This design comes from an exercise in tuning for small area and a short achievable clock period on the open sky130 flow, not from production work. No functional check of the RTL was part of this run.

$ cat design/flow/config.mk
export PLATFORM = sky130hd
export DESIGN_NAME = RGB_to_Gray
export DESIGN_NICKNAME = RGB_to_Gray
export VERILOG_FILES = /design/flow/design.v
export SDC_FILE = /design/flow/constraint.sdc
export NUM_CORES = 8
export LEC_CHECK = 0
export CAP_MARGIN = 20
export CORE_MARGIN = 2
export CORE_UTILIZATION = 40
export SLEW_MARGIN = 20
export SYNTH_HIERARCHICAL = 1
export SYNTH_MINIMUM_KEEP_SIZE = 0
$ cat design/flow/design.v
module RGB_to_Gray(input CLK, input [7:0] R, input [7:0] G, input [7:0] B, input In_Valid, output reg [7:0] Gray, output reg Out_Valid);
    reg [7:0] r, g, b; reg v;
    always @(posedge CLK) begin r <= R; g <= G; b <= B; v <= In_Valid; end
    reg [3:0] kR;
    always @* begin
        if (r[7]) kR = ((r >= 8'd215) ? 4'd8 : 4'd7);
        else if (r[6]) kR = ((r >= 8'd108) ? 4'd7 : 4'd6);
        else if (r[5]) kR = ((r >= 8'd54) ? 4'd6 : 4'd5);
        else if (r[4]) kR = ((r >= 8'd27) ? 4'd5 : 4'd4);
        else if (r[3]) kR = ((r >= 8'd14) ? 4'd4 : 4'd3);
        else if (r[2]) kR = ((r >= 8'd7) ? 4'd3 : 4'd2);
        else if (r[1]) kR = 4'd1;
        else if (r[0]) kR = 4'd0;
        else kR = 4'd0;
    end
    wire [7:0] hR, mR;
    assign hR[0] = (kR > 4'd1); assign mR[0] = (kR <= 4'd0);
    assign hR[1] = (kR > 4'd2); assign mR[1] = (kR <= 4'd1);
    assign hR[2] = (kR > 4'd3); assign mR[2] = (kR <= 4'd2);
    assign hR[3] = (kR > 4'd4); assign mR[3] = (kR <= 4'd3);
    assign hR[4] = (kR > 4'd5); assign mR[4] = (kR <= 4'd4);
    assign hR[5] = (kR > 4'd6); assign mR[5] = (kR <= 4'd5);
    assign hR[6] = (kR > 4'd7); assign mR[6] = (kR <= 4'd6);
    assign hR[7] = (kR > 4'd8); assign mR[7] = (kR <= 4'd7);
    reg [3:0] kG;
    always @* begin
        if (g[7]) kG = ((g >= 8'd219) ? 4'd8 : 4'd7);
        else if (g[6]) kG = ((g >= 8'd110) ? 4'd7 : 4'd6);
        else if (g[5]) kG = ((g >= 8'd55) ? 4'd6 : 4'd5);
        else if (g[4]) kG = ((g >= 8'd28) ? 4'd5 : 4'd4);
        else if (g[3]) kG = ((g >= 8'd14) ? 4'd4 : 4'd3);
        else if (g[2]) kG = ((g >= 8'd7) ? 4'd3 : 4'd2);
        else if (g[1]) kG = 4'd1;
        else if (g[0]) kG = 4'd0;
        else kG = 4'd0;
    end
    wire [7:0] hG, mG;
    assign hG[0] = (kG > 4'd1); assign mG[0] = (kG <= 4'd0);
    assign hG[1] = (kG > 4'd2); assign mG[1] = (kG <= 4'd1);
    assign hG[2] = (kG > 4'd3); assign mG[2] = (kG <= 4'd2);
    assign hG[3] = (kG > 4'd4); assign mG[3] = (kG <= 4'd3);
    assign hG[4] = (kG > 4'd5); assign mG[4] = (kG <= 4'd4);
    assign hG[5] = (kG > 4'd6); assign mG[5] = (kG <= 4'd5);
    assign hG[6] = (kG > 4'd7); assign mG[6] = (kG <= 4'd6);
    assign hG[7] = (kG > 4'd8); assign mG[7] = (kG <= 4'd7);
    reg [3:0] kB;
    always @* begin
        if (b[7]) kB = ((b >= 8'd141) ? 4'd8 : 4'd7);
        else if (b[6]) kB = ((b >= 8'd71) ? 4'd7 : 4'd6);
        else if (b[5]) kB = ((b >= 8'd36) ? 4'd6 : 4'd5);
        else if (b[4]) kB = ((b >= 8'd18) ? 4'd5 : 4'd4);
        else if (b[3]) kB = ((b >= 8'd9) ? 4'd4 : 4'd3);
        else if (b[2]) kB = ((b >= 8'd5) ? 4'd3 : 4'd2);
        else if (b[1]) kB = ((b >= 8'd3) ? 4'd2 : 4'd1);
        else if (b[0]) kB = 4'd0;
        else kB = 4'd0;
    end
    wire [7:0] hB, mB;
    assign hB[0] = (kB > 4'd1); assign mB[0] = (kB <= 4'd0);
    assign hB[1] = (kB > 4'd2); assign mB[1] = (kB <= 4'd1);
    assign hB[2] = (kB > 4'd3); assign mB[2] = (kB <= 4'd2);
    assign hB[3] = (kB > 4'd4); assign mB[3] = (kB <= 4'd3);
    assign hB[4] = (kB > 4'd5); assign mB[4] = (kB <= 4'd4);
    assign hB[5] = (kB > 4'd6); assign mB[5] = (kB <= 4'd5);
    assign hB[6] = (kB > 4'd7); assign mB[6] = (kB <= 4'd6);
    assign hB[7] = (kB > 4'd8); assign mB[7] = (kB <= 4'd7);
    wire w24 = ~r[0];
    wire w25 = ~r[1];
    wire w26 = ~r[2];
    wire w27 = ~r[3];
    wire w28 = ~r[4];
    wire w29 = ~r[5];
    wire w30 = ~r[6];
    wire w31 = ~r[7];
    wire w40_0, w40_1; ha u40 (r[4], r[0], w40_0, w40_1);
    wire w41_0, w41_1; ha u41 (w24, hR[0], w41_0, w41_1);
    wire w42_0, w42_1; ha u42 (w25, hR[1], w42_0, w42_1);
    wire w43_0, w43_1; ha u43 (w26, hR[2], w43_0, w43_1);
    wire w44_0, w44_1; fa u44 (r[0], w27, hR[3], w44_0, w44_1);
    wire w45_0, w45_1; fa u45 (r[1], w28, hR[4], w45_0, w45_1);
    wire w46_0, w46_1; fa u46 (r[2], w29, hR[5], w46_0, w46_1);
    wire w47_0, w47_1; fa u47 (r[3], w30, hR[6], w47_0, w47_1);
    wire w48_0, w48_1; fa u48 (w31, w40_0, hR[7], w48_0, w48_1);
    wire w49 = ~w41_0;
    wire w50_0, w50_1; ha u50 (w41_1, w42_0, w50_0, w50_1);
    wire w51_0, w51_1; ha u51 (w42_1, w43_0, w51_0, w51_1);
    wire w52_0, w52_1; ha u52 (w43_1, w44_0, w52_0, w52_1);
    wire w53_0, w53_1; ha u53 (w44_1, w45_0, w53_0, w53_1);
    wire w54_0, w54_1; ha u54 (w45_1, w46_0, w54_0, w54_1);
    wire w55_0, w55_1; ha u55 (w46_1, w47_0, w55_0, w55_1);
    wire w56_0, w56_1; ha u56 (w47_1, w48_0, w56_0, w56_1);
    wire w57; ao u57 (w50_1, w50_0, w41_0, w57);
    wire w59; ao u59 (w52_1, w52_0, w51_1, w59);
    wire w60; an2 u60 (w52_0, w51_0, w60);
    wire w61; ao u61 (w54_1, w54_0, w53_1, w61);
    wire w62; an2 u62 (w54_0, w53_0, w62);
    wire w63; ao u63 (w56_1, w56_0, w55_1, w63);
    wire w64; an2 u64 (w56_0, w55_0, w64);
    wire w65; ao u65 (w51_1, w51_0, w57, w65);
    wire w67; ao u67 (w59, w60, w57, w67);
    wire w69; ao u69 (w55_1, w55_0, w61, w69);
    wire w70; an2 u70 (w55_0, w62, w70);
    wire w71; ao u71 (w63, w64, w61, w71);
    wire w72; an2 u72 (w64, w62, w72);
    wire w73; ao u73 (w53_1, w53_0, w67, w73);
    wire w75; ao u75 (w61, w62, w67, w75);
    wire w77; ao u77 (w69, w70, w67, w77);
    wire w79; ao u79 (w71, w72, w67, w79);
    wire w81; xr u81 (w50_0, w41_0, w81);
    wire w82; xr u82 (w51_0, w57, w82);
    wire w83; xr u83 (w52_0, w65, w83);
    wire w84; xr u84 (w53_0, w67, w84);
    wire w85; xr u85 (w54_0, w73, w85);
    wire w86; xr u86 (w55_0, w75, w86);
    wire w87; xr u87 (w56_0, w77, w87);
    wire w96_0, w96_1; ha u96 (g[6], g[2], w96_0, w96_1);
    wire w97_0, w97_1; ha u97 (g[4], g[0], w97_0, w97_1);
    wire w98_0, w98_1; fa u98 (g[5], g[1], hG[6], w98_0, w98_1);
    wire w99_0, w99_1; fa u99 (g[0], w96_0, hG[7], w99_0, w99_1);
    wire w100_0, w100_1; ha u100 (g[0], hG[1], w100_0, w100_1);
    wire w101_0, w101_1; ha u101 (g[1], hG[2], w101_0, w101_1);
    wire w102_0, w102_1; ha u102 (g[2], hG[3], w102_0, w102_1);
    wire w103_0, w103_1; ha u103 (g[3], hG[4], w103_0, w103_1);
    wire w104_0, w104_1; ha u104 (w97_0, hG[5], w104_0, w104_1);
    wire w105_0, w105_1; ha u105 (w97_1, w98_0, w105_0, w105_1);
    wire w106_0, w106_1; ha u106 (w98_1, w99_0, w106_0, w106_1);
    wire w108; ao u108 (w102_1, w102_0, w101_1, w108);
    wire w109; an2 u109 (w102_0, w101_0, w109);
    wire w110; ao u110 (w104_1, w104_0, w103_1, w110);
    wire w111; an2 u111 (w104_0, w103_0, w111);
    wire w112; ao u112 (w106_1, w106_0, w105_1, w112);
    wire w113; an2 u113 (w106_0, w105_0, w113);
    wire w114; ao u114 (w101_1, w101_0, w100_1, w114);
    wire w116; ao u116 (w108, w109, w100_1, w116);
    wire w118; ao u118 (w105_1, w105_0, w110, w118);
    wire w119; an2 u119 (w105_0, w111, w119);
    wire w120; ao u120 (w112, w113, w110, w120);
    wire w121; an2 u121 (w113, w111, w121);
    wire w122; ao u122 (w103_1, w103_0, w116, w122);
    wire w124; ao u124 (w110, w111, w116, w124);
    wire w126; ao u126 (w118, w119, w116, w126);
    wire w128; ao u128 (w120, w121, w116, w128);
    wire w130; xr u130 (w101_0, w100_1, w130);
    wire w131; xr u131 (w102_0, w114, w131);
    wire w132; xr u132 (w103_0, w116, w132);
    wire w133; xr u133 (w104_0, w122, w133);
    wire w134; xr u134 (w105_0, w124, w134);
    wire w135; xr u135 (w106_0, w126, w135);
    wire w137; an2 u137 (w49, mR[0], w137);
    wire w139; an2 u139 (hG[0], mG[0], w139);
    wire w141; an2 u141 (w81, mR[1], w141);
    wire w143; an2 u143 (w100_0, mG[1], w143);
    wire w145; an2 u145 (w82, mR[2], w145);
    wire w147; an2 u147 (w130, mG[2], w147);
    wire w149; an2 u149 (w83, mR[3], w149);
    wire w151; an2 u151 (w131, mG[3], w151);
    wire w153; an2 u153 (w84, mR[4], w153);
    wire w155; an2 u155 (w132, mG[4], w155);
    wire w157; an2 u157 (w85, mR[5], w157);
    wire w159; an2 u159 (w133, mG[5], w159);
    wire w161; an2 u161 (w86, mR[6], w161);
    wire w163; an2 u163 (w134, mG[6], w163);
    wire w165; an2 u165 (w87, mR[7], w165);
    wire w167; an2 u167 (w135, mG[7], w167);
    wire w168_0, w168_1; ha u168 (r[6], r[2], w168_0, w168_1);
    wire w169_0, w169_1; ha u169 (r[5], r[1], w169_0, w169_1);
    wire w170_0, w170_1; fa u170 (g[7], g[3], g[1], w170_0, w170_1);
    wire w171_0, w171_1; fa u171 (g[0], w24, w96_1, w171_0, w171_1);
    wire w172_0, w172_1; fa u172 (r[7], r[3], g[4], w172_0, w172_1);
    wire w173_0, w173_1; ha u173 (g[2], g[1], w173_0, w173_1);
    wire w174_0, w174_1; fa u174 (r[4], g[5], g[3], w174_0, w174_1);
    wire w175_0, w175_1; fa u175 (g[2], g[0], w26, w175_0, w175_1);
    wire w176_0, w176_1; fa u176 (r[5], g[6], g[4], w176_0, w176_1);
    wire w177_0, w177_1; ha u177 (g[3], g[1], w177_0, w177_1);
    wire w178_0, w178_1; fa u178 (r[6], r[0], g[7], w178_0, w178_1);
    wire w179_0, w179_1; fa u179 (g[5], g[4], g[2], w179_0, w179_1);
    wire w180_0, w180_1; fa u180 (r[7], r[1], g[6], w180_0, w180_1);
    wire w181_0, w181_1; ha u181 (g[5], g[3], w181_0, w181_1);
    wire w182_0, w182_1; fa u182 (r[2], g[7], g[6], w182_0, w182_1);
    wire w183_0, w183_1; ha u183 (g[4], g[0], w183_0, w183_1);
    wire w184_0, w184_1; fa u184 (r[3], r[0], g[7], w184_0, w184_1);
    wire w185_0, w185_1; ha u185 (g[5], g[1], w185_0, w185_1);
    wire w186_0, w186_1; fa u186 (r[4], r[1], g[6], w186_0, w186_1);
    wire w187_0, w187_1; fa u187 (r[5], r[2], g[7], w187_0, w187_1);
    wire w188_0, w188_1; fa u188 (r[6], r[3], g[4], w188_0, w188_1);
    wire w189_0, w189_1; fa u189 (r[7], r[4], g[5], w189_0, w189_1);
    wire w190_0, w190_1; fa u190 (r[5], r[0], g[6], w190_0, w190_1);
    wire w191_0, w191_1; ha u191 (g[3], g[2], w191_0, w191_1);
    wire w192_0, w192_1; fa u192 (r[6], r[1], g[7], w192_0, w192_1);
    wire w193_0, w193_1; fa u193 (g[4], g[3], g[1], w193_0, w193_1);
    wire w194_0, w194_1; fa u194 (r[7], r[2], r[0], w194_0, w194_1);
    wire w195_0, w195_1; fa u195 (g[5], g[4], g[2], w195_0, w195_1);
    wire w196_0, w196_1; fa u196 (r[3], r[1], g[6], w196_0, w196_1);
    wire w197_0, w197_1; fa u197 (g[5], g[3], g[0], w197_0, w197_1);
    wire w198_0, w198_1; fa u198 (r[4], r[2], g[7], w198_0, w198_1);
    wire w199_0, w199_1; fa u199 (g[6], g[4], g[1], w199_0, w199_1);
    wire w200_0, w200_1; fa u200 (r[5], r[3], g[7], w200_0, w200_1);
    wire w201_0, w201_1; ha u201 (g[5], g[2], w201_0, w201_1);
    wire w202_0, w202_1; fa u202 (w40_1, w169_0, w48_1, w202_0, w202_1);
    wire w203_0, w203_1; fa u203 (w169_1, w168_0, w170_0, w203_0, w203_1);
    wire w204_0, w204_1; ha u204 (w171_0, w99_1, w204_0, w204_1);
    wire w205_0, w205_1; fa u205 (w25, w168_1, w173_0, w205_0, w205_1);
    wire w206_0, w206_1; fa u206 (w170_1, w172_0, w171_1, w206_0, w206_1);
    wire w207_0, w207_1; fa u207 (w24, w173_1, w172_1, w207_0, w207_1);
    wire w208; xn u208 (w174_0, w175_0, w208);
    wire w209; or2 u209 (w174_0, w175_0, w209);
    wire w210_0, w210_1; fa u210 (w27, w25, w177_0, w210_0, w210_1);
    wire w211_0, w211_1; fa u211 (w174_1, w175_1, w176_0, w211_0, w211_1);
    wire w212_0, w212_1; fa u212 (w28, w26, w177_1, w212_0, w212_1);
    wire w213_0, w213_1; fa u213 (w176_1, w178_0, w179_0, w213_0, w213_1);
    wire w214_0, w214_1; fa u214 (w29, w27, w181_0, w214_0, w214_1);
    wire w215_0, w215_1; fa u215 (w178_1, w179_1, w180_0, w215_0, w215_1);
    wire w216_0, w216_1; fa u216 (w30, w28, w181_1, w216_0, w216_1);
    wire w217_0, w217_1; fa u217 (w183_0, w180_1, w182_0, w217_0, w217_1);
    wire w218_0, w218_1; fa u218 (w31, w29, w183_1, w218_0, w218_1);
    wire w219_0, w219_1; fa u219 (w185_0, w182_1, w184_0, w219_0, w219_1);
    wire w220_0, w220_1; fa u220 (g[2], w30, w185_1, w220_0, w220_1);
    wire w221; xn u221 (w184_1, w186_0, w221);
    wire w222; or2 u222 (w184_1, w186_0, w222);
    wire w223_0, w223_1; fa u223 (g[3], g[0], w31, w223_0, w223_1);
    wire w224; xn u224 (w186_1, w187_0, w224);
    wire w225; or2 u225 (w186_1, w187_0, w225);
    wire w226_0, w226_1; fa u226 (g[1], g[0], w24, w226_0, w226_1);
    wire w227; xn u227 (w187_1, w188_0, w227);
    wire w228; or2 u228 (w187_1, w188_0, w228);
    wire w229_0, w229_1; fa u229 (g[2], g[1], w25, w229_0, w229_1);
    wire w230; xn u230 (w188_1, w189_0, w230);
    wire w231; or2 u231 (w188_1, w189_0, w231);
    wire w232_0, w232_1; fa u232 (g[0], w26, w191_0, w232_0, w232_1);
    wire w233; xn u233 (w189_1, w190_0, w233);
    wire w234; or2 u234 (w189_1, w190_0, w234);
    wire w235_0, w235_1; fa u235 (w27, w191_1, w190_1, w235_0, w235_1);
    wire w236; xn u236 (w192_0, w193_0, w236);
    wire w237; or2 u237 (w192_0, w193_0, w237);
    wire w238_0, w238_1; fa u238 (w28, w192_1, w193_1, w238_0, w238_1);
    wire w239; xn u239 (w194_0, w195_0, w239);
    wire w240; or2 u240 (w194_0, w195_0, w240);
    wire w241_0, w241_1; fa u241 (w29, w194_1, w195_1, w241_0, w241_1);
    wire w242; xn u242 (w196_0, w197_0, w242);
    wire w243; or2 u243 (w196_0, w197_0, w243);
    wire w244_0, w244_1; fa u244 (w30, w196_1, w197_1, w244_0, w244_1);
    wire w245; xn u245 (w198_0, w199_0, w245);
    wire w246; or2 u246 (w198_0, w199_0, w246);
    wire w247_0, w247_1; fa u247 (w31, w201_0, w198_1, w247_0, w247_1);
    wire w248; xn u248 (w199_1, w200_0, w248);
    wire w249; or2 u249 (w199_1, w200_0, w249);
    wire w250_0, w250_1; fa u250 (r[6], r[4], g[6], w250_0, w250_1);
    wire w251_0, w251_1; fa u251 (g[3], w201_1, w200_1, w251_0, w251_1);
    wire w252_0, w252_1; fa u252 (r[7], r[5], g[7], w252_0, w252_1);
    wire w253 = ~g[4];
    wire w254_0, w254_1; ha u254 (r[6], g[5], w254_0, w254_1);
    wire w255_0, w255_1; ha u255 (w202_0, w79, w255_0, w255_1);
    wire w256_0, w256_1; fa u256 (w203_0, w204_0, w202_1, w256_0, w256_1);
    wire w257_0, w257_1; fa u257 (w205_0, w203_1, w206_0, w257_0, w257_1);
    wire w258_0, w258_1; fa u258 (w205_1, w208, w207_0, w258_0, w258_1);
    wire w259_0, w259_1; fa u259 (w209, w207_1, w210_0, w259_0, w259_1);
    wire w260_0, w260_1; fa u260 (w210_1, w212_0, w211_1, w260_0, w260_1);
    wire w261_0, w261_1; fa u261 (w212_1, w214_0, w213_1, w261_0, w261_1);
    wire w262_0, w262_1; fa u262 (w214_1, w216_0, w215_1, w262_0, w262_1);
    wire w263_0, w263_1; fa u263 (w216_1, w218_0, w217_1, w263_0, w263_1);
    wire w264_0, w264_1; fa u264 (w218_1, w221, w220_0, w264_0, w264_1);
    wire w265_0, w265_1; fa u265 (w223_0, w220_1, w222, w265_0, w265_1);
    wire w266_0, w266_1; fa u266 (w223_1, w226_0, w225, w266_0, w266_1);
    wire w267_0, w267_1; fa u267 (w226_1, w229_0, w228, w267_0, w267_1);
    wire w268_0, w268_1; fa u268 (w229_1, w231, w233, w268_0, w268_1);
    wire w269_0, w269_1; fa u269 (w234, w236, w232_1, w269_0, w269_1);
    wire w270_0, w270_1; fa u270 (w237, w239, w235_1, w270_0, w270_1);
    wire w271_0, w271_1; fa u271 (w240, w242, w238_1, w271_0, w271_1);
    wire w272_0, w272_1; fa u272 (w243, w245, w241_1, w272_0, w272_1);
    wire w273_0, w273_1; fa u273 (w246, w248, w244_1, w273_0, w273_1);
    wire w274_0, w274_1; fa u274 (w250_0, w249, w247_1, w274_0, w274_1);
    wire w275_0, w275_1; fa u275 (w253, w250_1, w252_0, w275_0, w275_1);
    wire w276_0, w276_1; fa u276 (g[4], w254_0, w252_1, w276_0, w276_1);
    wire w277_0, w277_1; fa u277 (r[7], g[6], w254_1, w277_0, w277_1);
    wire w278_0, w278_1; ha u278 (w167, w255_0, w278_0, w278_1);
    wire w279_0, w279_1; fa u279 (w256_0, w128, w255_1, w279_0, w279_1);
    wire w280_0, w280_1; fa u280 (w204_1, w257_0, w256_1, w280_0, w280_1);
    wire w281_0, w281_1; fa u281 (w206_1, w258_0, w257_1, w281_0, w281_1);
    wire w282_0, w282_1; fa u282 (w211_0, w258_1, w259_0, w282_0, w282_1);
    wire w283_0, w283_1; fa u283 (w213_0, w259_1, w260_0, w283_0, w283_1);
    wire w284_0, w284_1; fa u284 (w215_0, w260_1, w261_0, w284_0, w284_1);
    wire w285_0, w285_1; fa u285 (w217_0, w261_1, w262_0, w285_0, w285_1);
    wire w286_0, w286_1; fa u286 (w219_0, w262_1, w263_0, w286_0, w286_1);
    wire w287_0, w287_1; fa u287 (w219_1, w264_0, w263_1, w287_0, w287_1);
    wire w288_0, w288_1; fa u288 (w224, w264_1, w265_0, w288_0, w288_1);
    wire w289_0, w289_1; fa u289 (w227, w265_1, w266_0, w289_0, w289_1);
    wire w290_0, w290_1; fa u290 (w230, w266_1, w267_0, w290_0, w290_1);
    wire w291_0, w291_1; fa u291 (w232_0, w267_1, w268_0, w291_0, w291_1);
    wire w292_0, w292_1; fa u292 (w235_0, w268_1, w269_0, w292_0, w292_1);
    wire w293_0, w293_1; fa u293 (w238_0, w269_1, w270_0, w293_0, w293_1);
    wire w294_0, w294_1; fa u294 (w241_0, w270_1, w271_0, w294_0, w294_1);
    wire w295_0, w295_1; fa u295 (w244_0, w271_1, w272_0, w295_0, w295_1);
    wire w296_0, w296_1; fa u296 (w247_0, w272_1, w273_0, w296_0, w296_1);
    wire w297_0, w297_1; fa u297 (w251_0, w273_1, w274_0, w297_0, w297_1);
    wire w298_0, w298_1; fa u298 (w251_1, w275_0, w274_1, w298_0, w298_1);
    wire w299; xn u299 (w275_1, w276_0, w299);
    wire w300; or2 u300 (w275_1, w276_0, w300);
    wire w301; xn u301 (w277_0, w276_1, w301);
    wire w302; or2 u302 (w277_0, w276_1, w302);
    wire w303; xn u303 (g[7], w277_1, w303);
    wire w304; or2 u304 (g[7], w277_1, w304);
    wire w305_0, w305_1; ha u305 (w285_1, w286_0, w305_0, w305_1);
    wire w306_0, w306_1; ha u306 (w286_1, w287_0, w306_0, w306_1);
    wire w307_0, w307_1; ha u307 (w287_1, w288_0, w307_0, w307_1);
    wire w308_0, w308_1; ha u308 (w288_1, w289_0, w308_0, w308_1);
    wire w309_0, w309_1; ha u309 (w289_1, w290_0, w309_0, w309_1);
    wire w310_0, w310_1; ha u310 (w290_1, w291_0, w310_0, w310_1);
    wire w311_0, w311_1; ha u311 (w291_1, w292_0, w311_0, w311_1);
    wire w312_0, w312_1; ha u312 (w292_1, w293_0, w312_0, w312_1);
    wire w313_0, w313_1; ha u313 (w293_1, w294_0, w313_0, w313_1);
    wire w314_0, w314_1; ha u314 (w294_1, w295_0, w314_0, w314_1);
    wire w315_0, w315_1; ha u315 (w295_1, w296_0, w315_0, w315_1);
    wire w316_0, w316_1; ha u316 (w296_1, w297_0, w316_0, w316_1);
    wire w317_0, w317_1; ha u317 (w297_1, w298_0, w317_0, w317_1);
    wire w318_0, w318_1; ha u318 (w298_1, w299, w318_0, w318_1);
    wire w319_0, w319_1; ha u319 (w300, w301, w319_0, w319_1);
    wire w320_0, w320_1; ha u320 (w302, w303, w320_0, w320_1);
    wire w321 = ~w304;
    wire w322; ao u322 (w306_1, w306_0, w305_1, w322);
    wire w324; ao u324 (w308_1, w308_0, w307_1, w324);
    wire w325; an2 u325 (w308_0, w307_0, w325);
    wire w326; ao u326 (w310_1, w310_0, w309_1, w326);
    wire w327; an2 u327 (w310_0, w309_0, w327);
    wire w328; ao u328 (w312_1, w312_0, w311_1, w328);
    wire w329; an2 u329 (w312_0, w311_0, w329);
    wire w330; ao u330 (w314_1, w314_0, w313_1, w330);
    wire w331; an2 u331 (w314_0, w313_0, w331);
    wire w332; ao u332 (w316_1, w316_0, w315_1, w332);
    wire w333; an2 u333 (w316_0, w315_0, w333);
    wire w334; ao u334 (w318_1, w318_0, w317_1, w334);
    wire w335; an2 u335 (w318_0, w317_0, w335);
    wire w336; ao u336 (w320_1, w320_0, w319_1, w336);
    wire w337; an2 u337 (w320_0, w319_0, w337);
    wire w340; ao u340 (w324, w325, w322, w340);
    wire w344; ao u344 (w328, w329, w326, w344);
    wire w345; an2 u345 (w329, w327, w345);
    wire w346; ao u346 (w315_1, w315_0, w330, w346);
    wire w347; an2 u347 (w315_0, w331, w347);
    wire w348; ao u348 (w332, w333, w330, w348);
    wire w349; an2 u349 (w333, w331, w349);
    wire w350; ao u350 (w319_1, w319_0, w334, w350);
    wire w351; an2 u351 (w319_0, w335, w351);
    wire w352; ao u352 (w336, w337, w334, w352);
    wire w353; an2 u353 (w337, w335, w353);
    wire w360; ao u360 (w344, w345, w340, w360);
    wire w362; ao u362 (w317_1, w317_0, w348, w362);
    wire w363; an2 u363 (w317_0, w349, w363);
    wire w364; ao u364 (w334, w335, w348, w364);
    wire w365; an2 u365 (w335, w349, w365);
    wire w366; ao u366 (w350, w351, w348, w366);
    wire w367; an2 u367 (w351, w349, w367);
    wire w368; ao u368 (w352, w353, w348, w368);
    wire w369; an2 u369 (w353, w349, w369);
    wire w370; ao u370 (w313_1, w313_0, w360, w370);
    wire w372; ao u372 (w330, w331, w360, w372);
    wire w374; ao u374 (w346, w347, w360, w374);
    wire w376; ao u376 (w348, w349, w360, w376);
    wire w378; ao u378 (w362, w363, w360, w378);
    wire w380; ao u380 (w364, w365, w360, w380);
    wire w382; ao u382 (w366, w367, w360, w382);
    wire w384; ao u384 (w368, w369, w360, w384);
    wire w395; xr u395 (w313_0, w360, w395);
    wire w396; xr u396 (w314_0, w370, w396);
    wire w397; xr u397 (w315_0, w372, w397);
    wire w398; xr u398 (w316_0, w374, w398);
    wire w399; xr u399 (w317_0, w376, w399);
    wire w400; xr u400 (w318_0, w378, w400);
    wire w401; xr u401 (w319_0, w380, w401);
    wire w402; xr u402 (w320_0, w382, w402);
    wire w403; xr u403 (w321, w384, w403);
    wire w404 = |{w403};
    wire w405 = |{w402, w403};
    wire w406 = |{w401, w402, w403};
    wire w407 = |{w400, w401, w402, w403};
    wire w408 = |{w399, w400, w401, w402, w403};
    wire w409 = |{w398, w399, w400, w401, w402, w403};
    wire w410 = |{w397, w398, w399, w400, w401, w402, w403};
    wire w411 = |{w396, w397, w398, w399, w400, w401, w402, w403};
    wire w412 = |{w395, w396, w397, w398, w399, w400, w401, w402, w403};
    wire w413 = ~b[0];
    wire w414 = ~b[1];
    wire w415 = ~b[2];
    wire w416 = ~b[3];
    wire w417 = ~b[4];
    wire w418 = ~b[5];
    wire w419 = ~b[6];
    wire w420 = ~b[7];
    wire w429_0, w429_1; fa u429 (b[6], b[4], b[2], w429_0, w429_1);
    wire w430_0, w430_1; fa u430 (b[7], b[5], b[3], w430_0, w430_1);
    wire w431_0, w431_1; ha u431 (b[6], b[4], w431_0, w431_1);
    wire w432_0, w432_1; ha u432 (b[7], b[5], w432_0, w432_1);
    wire w433_0, w433_1; ha u433 (b[4], b[2], w433_0, w433_1);
    wire w434_0, w434_1; fa u434 (b[5], b[3], b[1], w434_0, w434_1);
    wire w435_0, w435_1; fa u435 (w413, w429_0, hB[6], w435_0, w435_1);
    wire w436_0, w436_1; fa u436 (w414, w429_1, w430_0, w436_0, w436_1);
    wire w437_0, w437_1; fa u437 (b[0], w415, w431_0, w437_0, w437_1);
    wire w438_0, w438_1; fa u438 (b[1], w416, w431_1, w438_0, w438_1);
    wire w439_0, w439_1; fa u439 (b[6], b[2], w417, w439_0, w439_1);
    wire w440_0, w440_1; ha u440 (b[2], b[0], w440_0, w440_1);
    wire w441_0, w441_1; fa u441 (b[3], b[1], hB[3], w441_0, w441_1);
    wire w442_0, w442_1; fa u442 (b[0], w433_0, hB[4], w442_0, w442_1);
    wire w443_0, w443_1; fa u443 (w433_1, w434_0, hB[5], w443_0, w443_1);
    wire w444; xn u444 (w434_1, w435_0, w444);
    wire w445; or2 u445 (w434_1, w435_0, w445);
    wire w446_0, w446_1; fa u446 (hB[7], w436_0, w435_1, w446_0, w446_1);
    wire w447_0, w447_1; fa u447 (w430_1, w437_0, w436_1, w447_0, w447_1);
    wire w448_0, w448_1; fa u448 (w432_0, w437_1, w438_0, w448_0, w448_1);
    wire w449_0, w449_1; fa u449 (w432_1, w439_0, w438_1, w449_0, w449_1);
    wire w450_0, w450_1; ha u450 (b[0], hB[0], w450_0, w450_1);
    wire w451_0, w451_1; ha u451 (b[1], hB[1], w451_0, w451_1);
    wire w452_0, w452_1; ha u452 (w440_0, hB[2], w452_0, w452_1);
    wire w453_0, w453_1; ha u453 (w440_1, w441_0, w453_0, w453_1);
    wire w454_0, w454_1; ha u454 (w441_1, w442_0, w454_0, w454_1);
    wire w455_0, w455_1; ha u455 (w442_1, w443_0, w455_0, w455_1);
    wire w456_0, w456_1; ha u456 (w443_1, w444, w456_0, w456_1);
    wire w457_0, w457_1; ha u457 (w445, w446_0, w457_0, w457_1);
    wire w458_0, w458_1; ha u458 (w446_1, w447_0, w458_0, w458_1);
    wire w459_0, w459_1; ha u459 (w447_1, w448_0, w459_0, w459_1);
    wire w460_0, w460_1; ha u460 (w448_1, w449_0, w460_0, w460_1);
    wire w461; ao u461 (w451_1, w451_0, w450_1, w461);
    wire w463; ao u463 (w453_1, w453_0, w452_1, w463);
    wire w464; an2 u464 (w453_0, w452_0, w464);
    wire w465; ao u465 (w455_1, w455_0, w454_1, w465);
    wire w466; an2 u466 (w455_0, w454_0, w466);
    wire w467; ao u467 (w457_1, w457_0, w456_1, w467);
    wire w468; an2 u468 (w457_0, w456_0, w468);
    wire w469; ao u469 (w459_1, w459_0, w458_1, w469);
    wire w470; an2 u470 (w459_0, w458_0, w470);
    wire w471; ao u471 (w452_1, w452_0, w461, w471);
    wire w473; ao u473 (w463, w464, w461, w473);
    wire w475; ao u475 (w456_1, w456_0, w465, w475);
    wire w476; an2 u476 (w456_0, w466, w476);
    wire w477; ao u477 (w467, w468, w465, w477);
    wire w478; an2 u478 (w468, w466, w478);
    wire w479; ao u479 (w460_1, w460_0, w469, w479);
    wire w480; an2 u480 (w460_0, w470, w480);
    wire w481; ao u481 (w454_1, w454_0, w473, w481);
    wire w483; ao u483 (w465, w466, w473, w483);
    wire w485; ao u485 (w475, w476, w473, w485);
    wire w487; ao u487 (w477, w478, w473, w487);
    wire w489; ao u489 (w458_1, w458_0, w487, w489);
    wire w491; ao u491 (w469, w470, w487, w491);
    wire w493; ao u493 (w479, w480, w487, w493);
    wire w496; xr u496 (w452_0, w461, w496);
    wire w497; xr u497 (w453_0, w471, w497);
    wire w498; xr u498 (w454_0, w473, w498);
    wire w499; xr u499 (w455_0, w481, w499);
    wire w500; xr u500 (w456_0, w483, w500);
    wire w501; xr u501 (w457_0, w485, w501);
    wire w502; xr u502 (w458_0, w487, w502);
    wire w503; xr u503 (w459_0, w489, w503);
    wire w504; xr u504 (w460_0, w491, w504);
    wire w506; an2 u506 (w496, mB[2], w506);
    wire w507; an2 u507 (w506, w412, w507);
    wire w508 = ~w507;
    wire w510; an2 u510 (w497, mB[3], w510);
    wire w511; an2 u511 (w510, w411, w511);
    wire w512 = ~w511;
    wire w514; an2 u514 (w498, mB[4], w514);
    wire w515; an2 u515 (w514, w410, w515);
    wire w516 = ~w515;
    wire w518; an2 u518 (w499, mB[5], w518);
    wire w519; an2 u519 (w518, w409, w519);
    wire w520 = ~w519;
    wire w522; an2 u522 (w500, mB[6], w522);
    wire w523; an2 u523 (w522, w408, w523);
    wire w524 = ~w523;
    wire w526; an2 u526 (w501, mB[7], w526);
    wire w527; an2 u527 (w526, w407, w527);
    wire w528 = ~w527;
    wire w529; an2 u529 (w502, w406, w529);
    wire w530 = ~w529;
    wire w531; an2 u531 (w503, w405, w531);
    wire w532 = ~w531;
    wire w533; an2 u533 (w504, w404, w533);
    wire w534 = ~w533;
    wire w535_0, w535_1; fa u535 (b[7], b[3], w418, w535_0, w535_1);
    wire w536_0, w536_1; ha u536 (w413, w439_1, w536_0, w536_1);
    wire w537_0, w537_1; ha u537 (b[4], w419, w537_0, w537_1);
    wire w538_0, w538_1; ha u538 (b[7], b[5], w538_0, w538_1);
    wire w539_0, w539_1; ha u539 (b[6], b[1], w539_0, w539_1);
    wire w540_0, w540_1; ha u540 (b[7], b[2], w540_0, w540_1);
    wire w541_0, w541_1; fa u541 (w535_0, w536_0, w449_1, w541_0, w541_1);
    wire w542_0, w542_1; fa u542 (w414, w537_0, w535_1, w542_0, w542_1);
    wire w543_0, w543_1; ha u543 (w536_1, w280_0, w543_0, w543_1);
    wire w544_0, w544_1; fa u544 (b[5], w420, w415, w544_0, w544_1);
    wire w545_0, w545_1; fa u545 (w537_1, w281_0, w280_1, w545_0, w545_1);
    wire w546_0, w546_1; fa u546 (b[6], w416, w282_0, w546_0, w546_1);
    wire w547 = ~w281_1;
    wire w548_0, w548_1; fa u548 (b[7], w417, w413, w548_0, w548_1);
    wire w549_0, w549_1; ha u549 (w282_1, w283_0, w549_0, w549_1);
    wire w550_0, w550_1; fa u550 (w418, w414, w283_1, w550_0, w550_1);
    wire w551_0, w551_1; fa u551 (b[0], w419, w415, w551_0, w551_1);
    wire w552_0, w552_1; fa u552 (b[1], w420, w416, w552_0, w552_1);
    wire w553_0, w553_1; fa u553 (b[2], b[0], w417, w553_0, w553_1);
    wire w554_0, w554_1; ha u554 (w286_1, w287_0, w554_0, w554_1);
    wire w555_0, w555_1; fa u555 (b[3], b[1], w418, w555_0, w555_1);
    wire w556; xn u556 (w288_0, w287_1, w556);
    wire w557; or2 u557 (w288_0, w287_1, w557);
    wire w558_0, w558_1; fa u558 (b[4], b[2], w419, w558_0, w558_1);
    wire w559_0, w559_1; fa u559 (w413, w288_1, w289_0, w559_0, w559_1);
    wire w560_0, w560_1; fa u560 (b[5], b[3], w420, w560_0, w560_1);
    wire w561_0, w561_1; fa u561 (w414, w289_1, w290_0, w561_0, w561_1);
    wire w562_0, w562_1; fa u562 (b[6], b[4], w415, w562_0, w562_1);
    wire w563; xn u563 (w290_1, w291_0, w563);
    wire w564; or2 u564 (w290_1, w291_0, w564);
    wire w565_0, w565_1; fa u565 (b[0], w416, w538_0, w565_0, w565_1);
    wire w566; xn u566 (w291_1, w292_0, w566);
    wire w567; or2 u567 (w291_1, w292_0, w567);
    wire w568_0, w568_1; fa u568 (w417, w538_1, w539_0, w568_0, w568_1);
    wire w569; xn u569 (w292_1, w293_0, w569);
    wire w570; or2 u570 (w292_1, w293_0, w570);
    wire w571_0, w571_1; fa u571 (w418, w539_1, w540_0, w571_0, w571_1);
    wire w572; xn u572 (w293_1, w294_0, w572);
    wire w573; or2 u573 (w293_1, w294_0, w573);
    wire w574_0, w574_1; fa u574 (b[3], w419, w540_1, w574_0, w574_1);
    wire w575; xn u575 (w294_1, w295_0, w575);
    wire w576; or2 u576 (w294_1, w295_0, w576);
    wire w577_0, w577_1; fa u577 (b[4], w420, w295_1, w577_0, w577_1);
    wire w578 = ~w296_0;
    wire w579_0, w579_1; ha u579 (b[5], w296_1, w579_0, w579_1);
    wire w580_0, w580_1; ha u580 (b[6], w297_1, w580_0, w580_1);
    wire w581_0, w581_1; ha u581 (b[7], w299, w581_0, w581_1);
    wire w582_0, w582_1; ha u582 (w137, w506, w582_0, w582_1);
    wire w583_0, w583_1; fa u583 (w139, w141, w510, w583_0, w583_1);
    wire w584_0, w584_1; fa u584 (w143, w145, w514, w584_0, w584_1);
    wire w585_0, w585_1; fa u585 (w147, w149, w518, w585_0, w585_1);
    wire w586_0, w586_1; fa u586 (w151, w153, w522, w586_0, w586_1);
    wire w587_0, w587_1; fa u587 (w155, w157, w526, w587_0, w587_1);
    wire w588_0, w588_1; fa u588 (w159, w161, w502, w588_0, w588_1);
    wire w589_0, w589_1; fa u589 (w163, w165, w503, w589_0, w589_1);
    wire w590_0, w590_1; fa u590 (w278_0, w504, w534, w590_0, w590_1);
    wire w591_0, w591_1; fa u591 (w541_0, w278_1, w493, w591_0, w591_1);
    wire w592_0, w592_1; fa u592 (w542_0, w541_1, w543_0, w592_0, w592_1);
    wire w593_0, w593_1; fa u593 (w544_0, w542_1, w543_1, w593_0, w593_1);
    wire w594_0, w594_1; fa u594 (w544_1, w547, w546_0, w594_0, w594_1);
    wire w595_0, w595_1; fa u595 (w548_0, w281_1, w546_1, w595_0, w595_1);
    wire w596_0, w596_1; fa u596 (w548_1, w284_0, w549_1, w596_0, w596_1);
    wire w597_0, w597_1; fa u597 (w551_0, w284_1, w285_0, w597_0, w597_1);
    wire w598_0, w598_1; fa u598 (w551_1, w552_0, w285_1, w598_0, w598_1);
    wire w599_0, w599_1; fa u599 (w552_1, w553_0, w554_0, w599_0, w599_1);
    wire w600_0, w600_1; fa u600 (w553_1, w555_0, w556, w600_0, w600_1);
    wire w601_0, w601_1; fa u601 (w555_1, w558_0, w557, w601_0, w601_1);
    wire w602_0, w602_1; fa u602 (w558_1, w560_0, w559_1, w602_0, w602_1);
    wire w603_0, w603_1; fa u603 (w560_1, w562_0, w563, w603_0, w603_1);
    wire w604_0, w604_1; fa u604 (w562_1, w565_0, w564, w604_0, w604_1);
    wire w605_0, w605_1; fa u605 (w565_1, w568_0, w567, w605_0, w605_1);
    wire w606_0, w606_1; fa u606 (w568_1, w571_0, w570, w606_0, w606_1);
    wire w607_0, w607_1; fa u607 (w571_1, w574_0, w573, w607_0, w607_1);
    wire w608_0, w608_1; fa u608 (w574_1, w578, w576, w608_0, w608_1);
    wire w609_0, w609_1; fa u609 (w296_0, w297_0, w579_0, w609_0, w609_1);
    wire w610_0, w610_1; fa u610 (w298_0, w579_1, w580_0, w610_0, w610_1);
    wire w611_0, w611_1; fa u611 (w581_0, w298_1, w580_1, w611_0, w611_1);
    wire w612_0, w612_1; fa u612 (w301, w300, w581_1, w612_0, w612_1);
    wire w613_0, w613_1; ha u613 (w303, w302, w613_0, w613_1);
    wire w614_0, w614_1; ha u614 (w582_0, w508, w614_0, w614_1);
    wire w615_0, w615_1; fa u615 (w582_1, w583_0, w512, w615_0, w615_1);
    wire w616_0, w616_1; fa u616 (w583_1, w584_0, w516, w616_0, w616_1);
    wire w617_0, w617_1; fa u617 (w584_1, w585_0, w520, w617_0, w617_1);
    wire w618_0, w618_1; fa u618 (w585_1, w586_0, w524, w618_0, w618_1);
    wire w619_0, w619_1; fa u619 (w586_1, w587_0, w528, w619_0, w619_1);
    wire w620_0, w620_1; fa u620 (w587_1, w588_0, w530, w620_0, w620_1);
    wire w621_0, w621_1; fa u621 (w588_1, w589_0, w532, w621_0, w621_1);
    wire w622; xn u622 (w589_1, w590_0, w622);
    wire w623; or2 u623 (w589_1, w590_0, w623);
    wire w624_0, w624_1; fa u624 (w279_0, w591_0, w590_1, w624_0, w624_1);
    wire w625_0, w625_1; fa u625 (w279_1, w592_0, w591_1, w625_0, w625_1);
    wire w626_0, w626_1; fa u626 (w545_0, w592_1, w593_0, w626_0, w626_1);
    wire w627_0, w627_1; fa u627 (w545_1, w594_0, w593_1, w627_0, w627_1);
    wire w628_0, w628_1; fa u628 (w549_0, w594_1, w595_0, w628_0, w628_1);
    wire w629_0, w629_1; fa u629 (w550_0, w595_1, w596_0, w629_0, w629_1);
    wire w630_0, w630_1; fa u630 (w550_1, w597_0, w596_1, w630_0, w630_1);
    wire w631_0, w631_1; fa u631 (w286_0, w597_1, w598_0, w631_0, w631_1);
    wire w632; xn u632 (w598_1, w599_0, w632);
    wire w633; or2 u633 (w598_1, w599_0, w633);
    wire w634_0, w634_1; fa u634 (w554_1, w600_0, w599_1, w634_0, w634_1);
    wire w635_0, w635_1; fa u635 (w559_0, w600_1, w601_0, w635_0, w635_1);
    wire w636_0, w636_1; fa u636 (w561_0, w601_1, w602_0, w636_0, w636_1);
    wire w637_0, w637_1; fa u637 (w561_1, w603_0, w602_1, w637_0, w637_1);
    wire w638_0, w638_1; fa u638 (w566, w603_1, w604_0, w638_0, w638_1);
    wire w639_0, w639_1; fa u639 (w569, w604_1, w605_0, w639_0, w639_1);
    wire w640_0, w640_1; fa u640 (w572, w605_1, w606_0, w640_0, w640_1);
    wire w641_0, w641_1; fa u641 (w575, w606_1, w607_0, w641_0, w641_1);
    wire w642_0, w642_1; fa u642 (w577_0, w607_1, w608_0, w642_0, w642_1);
    wire w643_0, w643_1; fa u643 (w577_1, w608_1, w609_0, w643_0, w643_1);
    wire w644; xn u644 (w609_1, w610_0, w644);
    wire w645; or2 u645 (w609_1, w610_0, w645);
    wire w646; xn u646 (w610_1, w611_0, w646);
    wire w647; or2 u647 (w610_1, w611_0, w647);
    wire w648; xn u648 (w612_0, w611_1, w648);
    wire w649; or2 u649 (w612_0, w611_1, w649);
    wire w650; xn u650 (w613_0, w612_1, w650);
    wire w651; or2 u651 (w613_0, w612_1, w651);
    wire w652_0, w652_1; ha u652 (w304, w613_1, w652_0, w652_1);
    wire w654_0, w654_1; ha u654 (w614_1, w615_0, w654_0, w654_1);
    wire w655_0, w655_1; ha u655 (w615_1, w616_0, w655_0, w655_1);
    wire w656_0, w656_1; ha u656 (w616_1, w617_0, w656_0, w656_1);
    wire w657_0, w657_1; ha u657 (w617_1, w618_0, w657_0, w657_1);
    wire w658_0, w658_1; ha u658 (w618_1, w619_0, w658_0, w658_1);
    wire w659_0, w659_1; ha u659 (w619_1, w620_0, w659_0, w659_1);
    wire w660_0, w660_1; ha u660 (w620_1, w621_0, w660_0, w660_1);
    wire w661_0, w661_1; ha u661 (w621_1, w622, w661_0, w661_1);
    wire w662_0, w662_1; ha u662 (w623, w624_0, w662_0, w662_1);
    wire w663_0, w663_1; ha u663 (w624_1, w625_0, w663_0, w663_1);
    wire w664_0, w664_1; ha u664 (w625_1, w626_0, w664_0, w664_1);
    wire w665_0, w665_1; ha u665 (w626_1, w627_0, w665_0, w665_1);
    wire w666_0, w666_1; ha u666 (w627_1, w628_0, w666_0, w666_1);
    wire w667_0, w667_1; ha u667 (w628_1, w629_0, w667_0, w667_1);
    wire w668_0, w668_1; ha u668 (w629_1, w630_0, w668_0, w668_1);
    wire w669_0, w669_1; ha u669 (w630_1, w631_0, w669_0, w669_1);
    wire w670_0, w670_1; ha u670 (w631_1, w632, w670_0, w670_1);
    wire w671_0, w671_1; ha u671 (w633, w634_0, w671_0, w671_1);
    wire w672_0, w672_1; ha u672 (w634_1, w635_0, w672_0, w672_1);
    wire w673_0, w673_1; ha u673 (w635_1, w636_0, w673_0, w673_1);
    wire w674_0, w674_1; ha u674 (w636_1, w637_0, w674_0, w674_1);
    wire w675_0, w675_1; ha u675 (w637_1, w638_0, w675_0, w675_1);
    wire w676_0, w676_1; ha u676 (w638_1, w639_0, w676_0, w676_1);
    wire w677_0, w677_1; ha u677 (w639_1, w640_0, w677_0, w677_1);
    wire w678_0, w678_1; ha u678 (w640_1, w641_0, w678_0, w678_1);
    wire w679_0, w679_1; ha u679 (w641_1, w642_0, w679_0, w679_1);
    wire w680_0, w680_1; ha u680 (w642_1, w643_0, w680_0, w680_1);
    wire w681_0, w681_1; ha u681 (w643_1, w644, w681_0, w681_1);
    wire w682_0, w682_1; ha u682 (w645, w646, w682_0, w682_1);
    wire w683_0, w683_1; ha u683 (w647, w648, w683_0, w683_1);
    wire w684_0, w684_1; ha u684 (w649, w650, w684_0, w684_1);
    wire w685_0, w685_1; ha u685 (w651, w652_0, w685_0, w685_1);
    wire w686; ao u686 (w654_1, w654_0, w614_0, w686);
    wire w688; ao u688 (w656_1, w656_0, w655_1, w688);
    wire w689; an2 u689 (w656_0, w655_0, w689);
    wire w690; ao u690 (w658_1, w658_0, w657_1, w690);
    wire w691; an2 u691 (w658_0, w657_0, w691);
    wire w692; ao u692 (w660_1, w660_0, w659_1, w692);
    wire w693; an2 u693 (w660_0, w659_0, w693);
    wire w694; ao u694 (w662_1, w662_0, w661_1, w694);
    wire w695; an2 u695 (w662_0, w661_0, w695);
    wire w696; ao u696 (w664_1, w664_0, w663_1, w696);
    wire w697; an2 u697 (w664_0, w663_0, w697);
    wire w698; ao u698 (w666_1, w666_0, w665_1, w698);
    wire w699; an2 u699 (w666_0, w665_0, w699);
    wire w700; ao u700 (w668_1, w668_0, w667_1, w700);
    wire w701; an2 u701 (w668_0, w667_0, w701);
    wire w702; ao u702 (w670_1, w670_0, w669_1, w702);
    wire w703; an2 u703 (w670_0, w669_0, w703);
    wire w704; ao u704 (w672_1, w672_0, w671_1, w704);
    wire w705; an2 u705 (w672_0, w671_0, w705);
    wire w706; ao u706 (w674_1, w674_0, w673_1, w706);
    wire w707; an2 u707 (w674_0, w673_0, w707);
    wire w708; ao u708 (w676_1, w676_0, w675_1, w708);
    wire w709; an2 u709 (w676_0, w675_0, w709);
    wire w710; ao u710 (w678_1, w678_0, w677_1, w710);
    wire w711; an2 u711 (w678_0, w677_0, w711);
    wire w712; ao u712 (w680_1, w680_0, w679_1, w712);
    wire w713; an2 u713 (w680_0, w679_0, w713);
    wire w714; ao u714 (w682_1, w682_0, w681_1, w714);
    wire w715; an2 u715 (w682_0, w681_0, w715);
    wire w716; ao u716 (w684_1, w684_0, w683_1, w716);
    wire w717; an2 u717 (w684_0, w683_0, w717);
    wire w720; ao u720 (w688, w689, w686, w720);
    wire w724; ao u724 (w692, w693, w690, w724);
    wire w725; an2 u725 (w693, w691, w725);
    wire w728; ao u728 (w696, w697, w694, w728);
    wire w729; an2 u729 (w697, w695, w729);
    wire w732; ao u732 (w700, w701, w698, w732);
    wire w733; an2 u733 (w701, w699, w733);
    wire w736; ao u736 (w704, w705, w702, w736);
    wire w737; an2 u737 (w705, w703, w737);
    wire w740; ao u740 (w708, w709, w706, w740);
    wire w741; an2 u741 (w709, w707, w741);
    wire w742; ao u742 (w679_1, w679_0, w710, w742);
    wire w743; an2 u743 (w679_0, w711, w743);
    wire w744; ao u744 (w712, w713, w710, w744);
    wire w745; an2 u745 (w713, w711, w745);
    wire w746; ao u746 (w683_1, w683_0, w714, w746);
    wire w747; an2 u747 (w683_0, w715, w747);
    wire w748; ao u748 (w716, w717, w714, w748);
    wire w749; an2 u749 (w717, w715, w749);
    wire w756; ao u756 (w724, w725, w720, w756);
    wire w764; ao u764 (w732, w733, w728, w764);
    wire w765; an2 u765 (w733, w729, w765);
    wire w772; ao u772 (w740, w741, w736, w772);
    wire w773; an2 u773 (w741, w737, w773);
    wire w774; ao u774 (w681_1, w681_0, w744, w774);
    wire w775; an2 u775 (w681_0, w745, w775);
    wire w776; ao u776 (w714, w715, w744, w776);
    wire w777; an2 u777 (w715, w745, w777);
    wire w778; ao u778 (w746, w747, w744, w778);
    wire w779; an2 u779 (w747, w745, w779);
    wire w780; ao u780 (w748, w749, w744, w780);
    wire w781; an2 u781 (w749, w745, w781);
    wire w796; ao u796 (w764, w765, w756, w796);
    wire w798; ao u798 (w677_1, w677_0, w772, w798);
    wire w799; an2 u799 (w677_0, w773, w799);
    wire w800; ao u800 (w710, w711, w772, w800);
    wire w801; an2 u801 (w711, w773, w801);
    wire w802; ao u802 (w742, w743, w772, w802);
    wire w803; an2 u803 (w743, w773, w803);
    wire w804; ao u804 (w744, w745, w772, w804);
    wire w805; an2 u805 (w745, w773, w805);
    wire w806; ao u806 (w774, w775, w772, w806);
    wire w807; an2 u807 (w775, w773, w807);
    wire w808; ao u808 (w776, w777, w772, w808);
    wire w809; an2 u809 (w777, w773, w809);
    wire w810; ao u810 (w778, w779, w772, w810);
    wire w811; an2 u811 (w779, w773, w811);
    wire w812; ao u812 (w780, w781, w772, w812);
    wire w813; an2 u813 (w781, w773, w813);
    wire w830; ao u830 (w798, w799, w796, w830);
    wire w832; ao u832 (w800, w801, w796, w832);
    wire w834; ao u834 (w802, w803, w796, w834);
    wire w836; ao u836 (w804, w805, w796, w836);
    wire w838; ao u838 (w806, w807, w796, w838);
    wire w840; ao u840 (w808, w809, w796, w840);
    wire w842; ao u842 (w810, w811, w796, w842);
    wire w844; ao u844 (w812, w813, w796, w844);
    wire w872; xr u872 (w678_0, w830, w872);
    wire w873; xr u873 (w679_0, w832, w873);
    wire w874; xr u874 (w680_0, w834, w874);
    wire w875; xr u875 (w681_0, w836, w875);
    wire w876; xr u876 (w682_0, w838, w876);
    wire w877; xr u877 (w683_0, w840, w877);
    wire w878; xr u878 (w684_0, w842, w878);
    wire w879; xr u879 (w685_0, w844, w879);
    always @(posedge CLK) begin Gray <= {w879, w878, w877, w876, w875, w874, w873, w872}; Out_Valid <= v; end
endmodule
module fa(input a, input b, input c, output s, output co);
    assign s = a ^ b ^ c;
    assign co = (a & b) | (a & c) | (b & c);
endmodule
module ha(input a, input b, output s, output co);
    assign s = a ^ b;
    assign co = a & b;
endmodule
module xr(input a, input b, output y);
    assign y = a ^ b;
endmodule
module xn(input a, input b, output y);
    assign y = ~(a ^ b);
endmodule
module ao(input g1, input p1, input g0, output y);
    assign y = g1 | (p1 & g0);
endmodule
module an2(input a, input b, output y);
    assign y = a & b;
endmodule
module or2(input a, input b, output y);
    assign y = a | b;
endmodule
$ cat design/flow/constraint.sdc
create_clock -name core_clock -period 16.0 [get_ports {CLK}]
set_input_delay 3.2000 -clock core_clock [delete_from_list [all_inputs] [get_ports {CLK}]]
set_output_delay 3.2000 -clock core_clock [all_outputs]
set_load 0.01 [all_outputs]
$ cat design/flow/run.sh
#!/bin/bash
# synth_recipe.tcl (not shown) runs the flow's synth.tcl, then flattens the netlist and writes it again
# the make line also repeats each setting of config.mk as NAME=value (left out here)
make -C /OpenROAD-flow-scripts/flow DESIGN_CONFIG=/design/flow/config.mk WORK_HOME=/design/flow/orfs CLKGATE_MAP_FILE= SYNTH_SCRIPT=/design/flow/synth_recipe.tcl finish
==> results.py <==
metrics = {
    "worst_setup_path": {
        "cp.arrival_ns": 7.61,
        "r2r.worst_path.cells": 23,
        "startpoint_type": "register",
        "timing.critical_path.required_ns": 16.16,
        "criticalPathCategory": "register to register",
        "worst_setup_ep_type": "register",
        "crit_path_max_fanout": 18,
    },
    "clocking": {
        "max-clock-path-buffers": 2,
        "clk_latency_ns": 0.29,
        "cts.hold.buffers_added": 0,
        "post_cts.repair.setup_buffers": 0,
        "cts-buffers-inserted": 5,
        "reg_clk_slew_reported_paths_ns": 0.06,
        "cts-htree-levels": 2,
        "tritoncts_clock_tree": "built",
        "buffer_cell_driving_the_clock_tree_root": "clkbuf_16",
        "cts.sink_count": 34,
        "post_cts.resized_instances": 0,
    },
    "global_route": {
        "grt_remaining_overflow": 0,
        "antenna_violations_before_repair": 0,
        "grt_first_pass_wirelength_mm": 34.16,
        "pin_count_of_the_biggest_net_entering_global_routing": 21,
        "grt_util_all_layers_pct": 18.77,
        "grt_pass1_vias": 6273,
    },
    "routing": {
        "drt_pre_antenna_iters": 4,
        "drt_wl_cell_um": 18.90,
        "drtAntennaViolNets": 0,
        "dr_total_vias": 5769,
        "drc": 0,
        "first_iter_violations": 212,
        "route.final.wire_length_mm": 20.92,
        "routed_vias_inst": 5.211,
    },
    "timing": {
        "max-slew-margin-rel_pct": 33.26,
        "fin_crit_ns": 7.443,
        "fmax_mhz": 134.3,
        "finalSetupViolCount": 0,
        "fin_tns_setup_ns": 0,
        "final_min_period_over_clock_period_pct": 46.52,
        "finalHoldViolCount": 0,
        "clock_skew_ns": 0.006506,
        "grt_setup_unrepaired": "false",
        "finalMaxSlewViolations": 0,
        "worst_pin_slew_ns": 0.9997,
    },
    "die": {
        "fp.dieW_um": 153.0,
        "floorplan.rows": 54,
        "die-area_mm2": 0.02341,
        "placeableCoreArea_mm2": 0.02182,
        "die_y_um": 153.0,
        "effective_utilization_at_floorplan_pct": 40.69,
        "top_level_ports": 35,
    },
    "finish": {
        "layout-drive-gt1-share_pct": 1.935,
        "filler_cell_count": 2057,
        "layout.core_utilization_pct": 44.53,
        "finish.net_count": 1157,
        "num_antenna_cells": 0,
        "layout_commonest_cell": "fa_1",
        "flow.area_growth_from_synthesis_pct": 9.441,
        "layout.cells.most_common_list": "fa_1 (194), a21o_1 (117), ha_1 (111)",
    },
    "placed_design": {
        "io_buffer_count": 34,
        "hpwl_mm": 17.96,
        "place.gp.congestion": 0.8770,
    },
    "worst_hold_path": {
        "worstHoldPathType": "register to register",
        "holdPathStages": 0,
    },
    "logic_synthesis": {
        "synth_top_family_by_area": "adder cells",
        "yosysSeqAreaShare_pct": 7.665,
        "xor_xnor_portion_of_the_synthesized_cell_area_pct": 6.510,
        "syn_avg_cell_area_um2": 11.31,
        "synth.top_cell.area_share_pct": 43.74,
        "mux_cell_area_share_after_synthesis_pct": 0,
        "synthSimpleGateAreaFrac_pct": 12.41,
        "synthDistinctLibCells": 36,
        "synth_compound_gate_area_share_pct": 11.92,
        "yosysWarningCount": 7,
        "post-synth-top-area-cell": "fa_1",
        "synth_seq_cells": 34,
        "synthAdderAreaFrac_pct": 59.38,
        "yosys-top-cells-area": "fa_1 (44%), ha_1 (16%), a21o_1 (9.9%)",
        "netlist_instances": 785,
        "synthesis.area_mm2": 0.008880,
    },
    "run": {
        "drv.max_cap_violation_count": 0,
    },
    "run_status": {
        "outcome": "finished clean",
    },
}
area by class of cell:
| type | count | area, µm² | area share, % |
|---|---|---|---|
| clock buffer | 7 | 142.6 | 1.468 |
| clock inverter | 1 | 5.005 | 0.05150 |
| inverter | 47 | 176.4 | 1.815 |
| multi-input combinational | 704 | 8023 | 82.55 |
| sequential | 34 | 680.7 | 7.004 |
| tap | 280 | 350.3 | 3.605 |
| timing repair buffer | 34 | 340.3 | 3.502 |
kinds of logic after synthesis:
logic type,after synthesis
compound gates,144
flops,34
simple gates,186
other cells,1
xor+xnor,66
buf+inv,49
fa+ha+maj,305
Yosys stat by module (local to each module, per instance):
module	flip-flops and latches	cell area, µm²
ao	0	7.507
an2	0	6.256
xn	0	8.758
RGB_to_Gray	34	1344
or2	0	6.256
fa	0	20.02
xr	0	8.758
ha	0	12.51
worst max-delay path, stage by stage (launching register included):
cell     delay (ns)
dfxtp_1        0.97
fa_1           0.59
or2_1          0.27
fa_1           0.55
fa_1           0.49
ha_1           0.36
and2_1         0.16
a21o_1         0.23
a21o_1         0.18
a21o_1         0.16
xor2_1         0.16
or3_4          0.40
or4_4          0.43
or3_4          0.34
and2_1         0.14
inv_1          0.06
fa_1           0.41
ha_1           0.28
a21o_1         0.17
a21o_1         0.14
a21o_1         0.14
a21o_1         0.28
a21o_1         0.22
xor2_1         0.16
synth_stat cells, drive strengths merged:
| cell type | instances |
|---|---|
| or4 | 2 |
| dfxtp | 34 |
| nand2 | 12 |
| conb | 1 |
| o21a | 2 |
| a21o | 117 |
| a2111oi | 1 |
| a311o | 1 |
| o31ai | 2 |
| a31oi | 4 |
| o311ai | 2 |
| inv | 47 |
| a21oi | 8 |
| a22oi | 1 |
| nor2 | 15 |
| o221ai | 1 |
| and2 | 106 |
| a221oi | 1 |
| nand4 | 2 |
| nor4 | 2 |
| or2 | 32 |
| fa | 194 |
| xor2 | 39 |
| clkbuf | 2 |
| nand2b | 1 |
| xnor2 | 27 |
| or3 | 5 |
| nor3 | 3 |
| ha | 111 |
| o21ai | 3 |
| nand3 | 6 |
| a31o | 1 |
sequential cells by signal, summed over array words and instances, names as in the netlist:
| signal | count |
|---|---|
| v | 1 |
| Gray | 8 |
| Out_Valid | 1 |
| g | 8 |
| r | 8 |
| b | 8 |
metal layers:
metal	routed length (µm)	global-route usage [%]	vias to the layer above	share of wire, %
met2	10430	32.46	106	50
met4	537	5.335	0	2.6
met1	9401	25.39	2933	45
met5	0	0	-	0
li1	-	-	2703	-
met3	553	1.588	27	2.6
worst paths after layout:
check | from | endpoint | slack, ns
worst max register to register | g[4] | Gray[3] | 8.56
worst max-delay path | g[4] | Gray[3] | 8.56
worst min-delay path | v | Out_Valid | 0.34
worst min register to register | v | Out_Valid | 0.34
metrics by stage:
stage          instance area [µm²]  hold slack [ns]  setup slack [ns]  std cells
2_1_floorplan                 8887           0.3096             9.200        787
3_3_place_gp                  9570           0.3207             8.607       1099
3_5_place_dp                  9570           0.3157             8.556       1099
4_1_cts                       9718           0.3385             8.558       1107
5_1_grt                       9718           0.3447             8.233       1107
6_report                      9718           0.3401             8.557       1107

## afterwards: timing with drivers on the ports
How much do the figures lean on ideal ports? The routed layout below was timed once more, with nothing changed but the port constraints. Step 1 sets driving cells, clkbuf_16 on the clock port and buf_2 on the other inputs (assumed; they add their load-dependent delay and slew). Step 2, shift: input delay + t, output delay - t, t = (earliest + latest rising clock arrival at the registers) / 2. This alone moves slack from input paths to output paths. Three values: no drivers, after step 1, after step 2; two values: the first two.
t (ns): 0.324
setup slack, ns: 8.557 / 8.557 / 8.557
pins driven straight from the clock port: 1
After both steps this run still meets setup and hold. The setup slack of this run moves by 0.000 ns with the drivers and by 0.000 ns with both steps.
